From an optimization exercise on the open Yosys and OpenROAD flow, aimed at small area; shortcuts taken in it are not production practice.
At most, simulation tests tie the RTL to the original design; equivalence was not proved.

==> juniper: inputs <==
## AudioEffects
module AudioEffects(
input AUD_BCLK,
input rst,
input sw1,
input sw2,
input sw3,
input sw4,
input sw5,
input AUD_ADCDAT,
input AUD_ADCLRCK,
input AUD_DACLRCK,
output AUD_DACDAT
);
clock: 10.0 ns
lec_check: 0
abc_area: 1
cap_margin: 20
core_margin: 2
core_utilization: 40
cts_buf_list: sky130_fd_sc_hd__clkbuf_16
cts_cluster_diameter: 110
cts_cluster_size: 30
slew_margin: 20
standard.sh (not shown) runs the stock make flow with config.mk's settings and CLKGATE_MAP_FILE= SYNTH_SCRIPT=/design/flow/synth_recipe.tcl, a recipe that flattens the netlist after the stock synthesis.
==> flow/flow/run.sh <==
#!/bin/bash
# Own layout flow: the standard flow (standard.sh) with three changes.
#  - Synthesis is synth_recipe.tcl unchanged except that its ABC call (the
#    mapping of the logic between the registers to cells, after the
#    registers are mapped) uses the area-oriented script abc_amap.script.
#  - The clock tree is built without dummy loads, from clusters of up to
#    30 sinks.
#  - The ports are buffered with buf_1 cells.
# standard.sh's output goes to standard.log, each ORFS step's to orfs/logs.
set -euo pipefail
here=$(pwd)
{
  echo 'proc abc {args} {'
  echo '  set i [lsearch $args -script]'
  echo "  if {\$i >= 0} { lset args [expr {\$i + 1}] $here/flow/abc_amap.script }"
  echo '  yosys abc {*}$args'
  echo '}'
  cat synth_recipe.tcl
} > flow/area_synth.tcl
grep -q 'SYNTH_SCRIPT=' standard.sh
sed "s#SYNTH_SCRIPT=[^ ]*#SYNTH_SCRIPT=$here/flow/area_synth.tcl#" standard.sh > flow/standard_area.sh
export CTS_ARGS="-sink_clustering_enable -repair_clock_nets -sink_clustering_size 30 -sink_clustering_max_diameter 110 -buf_list sky130_fd_sc_hd__clkbuf_16 -dont_use_dummy_load"
export BUFFER_PORTS_ARGS="-buffer_cell sky130_fd_sc_hd__buf_1"
bash flow/standard_area.sh > standard.log 2>&1
==> flow/flow/abc_amap.script <==
strash
dch
amap
topo
==> flow/flow/area_synth.tcl <==
proc abc {args} {
  set i [lsearch $args -script]
  if {$i >= 0} { lset args [expr {$i + 1}] /design/flow/flow/abc_amap.script }
  yosys abc {*}$args
}
proc synth {args} { yosys synth -nofsm -noshare {*}$args }
source $::env(SCRIPTS_DIR)/synth.tcl
# left out here: clear keep_hierarchy, flatten, clean up, hide names made inside functions, write 1_2_yosys.v
==> flow/flow/standard_area.sh <==
#!/bin/bash
# The standard flow's own layout of this design, on the ORFS make targets given (by default finish). After
# finish it leaves the final layout's DEF at /design/flow/out/final.def.
set -euo pipefail
make -C /OpenROAD-flow-scripts/flow DESIGN_CONFIG=/design/flow/config.mk WORK_HOME=/design/flow/orfs CLKGATE_MAP_FILE= SYNTH_SCRIPT=/design/flow/flow/area_synth.tcl ABC_AREA=1 CAP_MARGIN=20 CORE_MARGIN=2 CORE_UTILIZATION=40 CTS_BUF_LIST=sky130_fd_sc_hd__clkbuf_16 CTS_CLUSTER_DIAMETER=110 CTS_CLUSTER_SIZE=30 SLEW_MARGIN=20 "${@:-finish}"
if [[ -f /design/flow/orfs/results/sky130hd/AudioEffects/base/6_final.odb ]]; then
  : # left out here: write the final layout as DEF
fi
==> xenon (differences from juniper) <==
--- a/flow/design.v
+++ b/flow/design.v
@@ -624,35 +624,35 @@
 assign sa = {1'b1, fs243, fs241, fs239, fs237, fs235, fs233, fs231, fs229, fs227, fs225, fs223, fs221, fs219, fs217, fs215, fs213, fs211, fs209, hs207};
 assign sb = {fc244, fc242, fc240, fc238, fc236, fc234, fc232, fc230, fc228, fc226, fc224, fc222, fc220, fc218, fc216, fc214, fc212, fc210, hc208, comb};
 wire [20:0] cc;    
 wire [19:0] s0;    
 wire [19:0] s;
 assign cc[0] = 1'b0;
-assign cc[8] = 1'b0;
-assign cc[14] = 1'b0;
+assign cc[7] = 1'b0;
+assign cc[13] = 1'b0;
 genvar gi;
 generate for (gi = 0; gi < 20; gi = gi + 1) begin : rca
 	assign s0[gi] = sa[gi] ^ sb[gi] ^ cc[gi];
-	if (gi != 7 && gi != 13)
+	if (gi != 6 && gi != 12)
 		assign cc[gi+1] = (sa[gi] & sb[gi]) | (cc[gi] & (sa[gi] ^ sb[gi]));
 end endgenerate
-assign s[7:0] = s0[7:0];
-wire cin8 = (sa[7] & sb[7]) | (cc[7] & (sa[7] ^ sb[7]));
-wire [14:8] ones8;   
-assign ones8[8] = 1'b1;
-generate for (gi = 8; gi < 14; gi = gi + 1) begin : inc8
-	assign ones8[gi+1] = ones8[gi] & s0[gi];
-	assign s[gi] = s0[gi] ^ (cin8 & ones8[gi]);
+assign s[6:0] = s0[6:0];
+wire cin7 = (sa[6] & sb[6]) | (cc[6] & (sa[6] ^ sb[6]));
+wire [13:7] ones7;   
+assign ones7[7] = 1'b1;
+generate for (gi = 7; gi < 13; gi = gi + 1) begin : inc7
+	assign ones7[gi+1] = ones7[gi] & s0[gi];
+	assign s[gi] = s0[gi] ^ (cin7 & ones7[gi]);
 end endgenerate
-wire cout14 = (sa[13] & sb[13]) | (cc[13] & (sa[13] ^ sb[13]));
-wire cin14 = cout14 | (cin8 & ones8[14]);
-wire [20:14] ones14;   
-assign ones14[14] = 1'b1;
-generate for (gi = 14; gi < 20; gi = gi + 1) begin : inc14
-	assign ones14[gi+1] = ones14[gi] & s0[gi];
-	assign s[gi] = s0[gi] ^ (cin14 & ones14[gi]);
+wire cout13 = (sa[12] & sb[12]) | (cc[12] & (sa[12] ^ sb[12]));
+wire cin13 = cout13 | (cin7 & ones7[13]);
+wire [20:13] ones13;   
+assign ones13[13] = 1'b1;
+generate for (gi = 13; gi < 20; gi = gi + 1) begin : inc13
+	assign ones13[gi+1] = ones13[gi] & s0[gi];
+	assign s[gi] = s0[gi] ^ (cin13 & ones13[gi]);
 end endgenerate
 wire negfrac = s[19] & (s[2:0] != 3'd0);
 wire [16:0] aones;   
 wire [15:0] avg;
 assign aones[0] = 1'b1;
 genvar ai;
==> flow/flow/run.sh (replaced) <==
#!/bin/bash
# Own layout flow: the standard flow (standard.sh) with three changes.
#  - Synthesis is synth_recipe.tcl unchanged except that its ABC call (the
#    mapping of the logic between the registers to cells, after the
#    registers are mapped) uses the area-oriented script abc_amap.script.
#  - The clock tree is built without dummy loads, from clusters of up to
#    24 sinks.
#  - The ports are buffered with buf_1 cells.
# standard.sh's output goes to standard.log, each ORFS step's to orfs/logs.
set -euo pipefail
here=$(pwd)
{
  echo 'proc abc {args} {'
  echo '  set i [lsearch $args -script]'
  echo "  if {\$i >= 0} { lset args [expr {\$i + 1}] $here/flow/abc_amap.script }"
  echo '  yosys abc {*}$args'
  echo '}'
  cat synth_recipe.tcl
} > flow/area_synth.tcl
grep -q 'SYNTH_SCRIPT=' standard.sh
sed "s#SYNTH_SCRIPT=[^ ]*#SYNTH_SCRIPT=$here/flow/area_synth.tcl#" standard.sh > flow/standard_area.sh
export CTS_ARGS="-sink_clustering_enable -repair_clock_nets -sink_clustering_size 24 -sink_clustering_max_diameter 100 -buf_list sky130_fd_sc_hd__clkbuf_16 -dont_use_dummy_load"
export BUFFER_PORTS_ARGS="-buffer_cell sky130_fd_sc_hd__buf_1"
bash flow/standard_area.sh > standard.log 2>&1
==> flow/flow/standard_area.sh (replaced) <==
#!/bin/bash
# The standard flow's own layout of this design, on the ORFS make targets given (by default finish). After
# finish it leaves the final layout's DEF at /design/flow/out/final.def.
set -euo pipefail
make -C /OpenROAD-flow-scripts/flow DESIGN_CONFIG=/design/flow/config.mk WORK_HOME=/design/flow/orfs CLKGATE_MAP_FILE= SYNTH_SCRIPT=/design/flow/flow/area_synth.tcl ABC_AREA=1 CAP_MARGIN=20 CORE_MARGIN=2 CORE_UTILIZATION=40 CTS_BUF_LIST=sky130_fd_sc_hd__clkbuf_16 CTS_CLUSTER_DIAMETER=100 CTS_CLUSTER_SIZE=24 PLACE_DENSITY=0.75 SLEW_MARGIN=20 "${@:-finish}"
if [[ -f /design/flow/orfs/results/sky130hd/AudioEffects/base/6_final.odb ]]; then
  : # left out here: write the final layout as DEF
fi
Settings changed: CTS_CLUSTER_DIAMETER 110 to 100, CTS_CLUSTER_SIZE 30 to 24, PLACE_DENSITY set to 0.75.
==> summary of the runs <==
Between juniper and xenon, the lower worst hold slack is in xenon (gap 0.013 ns). Against xenon, the count of clock-buffer cells in the layout of juniper is lower by 3. Against xenon, the core utilization of juniper is higher by 0.51 points. Against juniper, the first-iteration DRC count of xenon is lower by about 0.65%. Against juniper, the register-to-register slack of xenon is higher by 0.27 ns. Against xenon, the area after synthesis of juniper is larger by about 0.4%. Of juniper and xenon, xenon has the higher critical path depth (gap 6).
Only the layout flow was run in juniper; the RTL was not checked for function there.

## re-timing with driven ports
How much do the figures lean on ideal ports? The routed layouts below were timed once more, with nothing changed but the port constraints. Step 1, drivers: a clkbuf_16 drives AUD_BCLK and a buf_2 each remaining input, both assumed. Step 2 adds t to the input delays and takes it off the output delays; t is the mean of the earliest and latest rising clock arrival at the registers after step 1. Input paths then give back, and output paths get back, about the clock's delay inside the block. Slacks: ideal / step 1 / step 2; pairs: ideal / step 1.
run | t (ns) | slack for setup (ns) | hold slack, ns | worst register clock-pin slew, ns
juniper | 0.576 | 0.502 / 0.532 / -0.044 | 0.351 / 0.351 / 0.351 | 0.12 / 0.12
xenon | 0.570 | 0.583 / 0.612 / 0.042 | 0.338 / 0.338 / 0.338 | 0.10 / 0.10
Met with ideal ports but missed after step 2: setup timing in juniper. For juniper, which loses most, drivers alone change the setup slack by +0.030 ns; drivers and shift together by -0.546 ns.
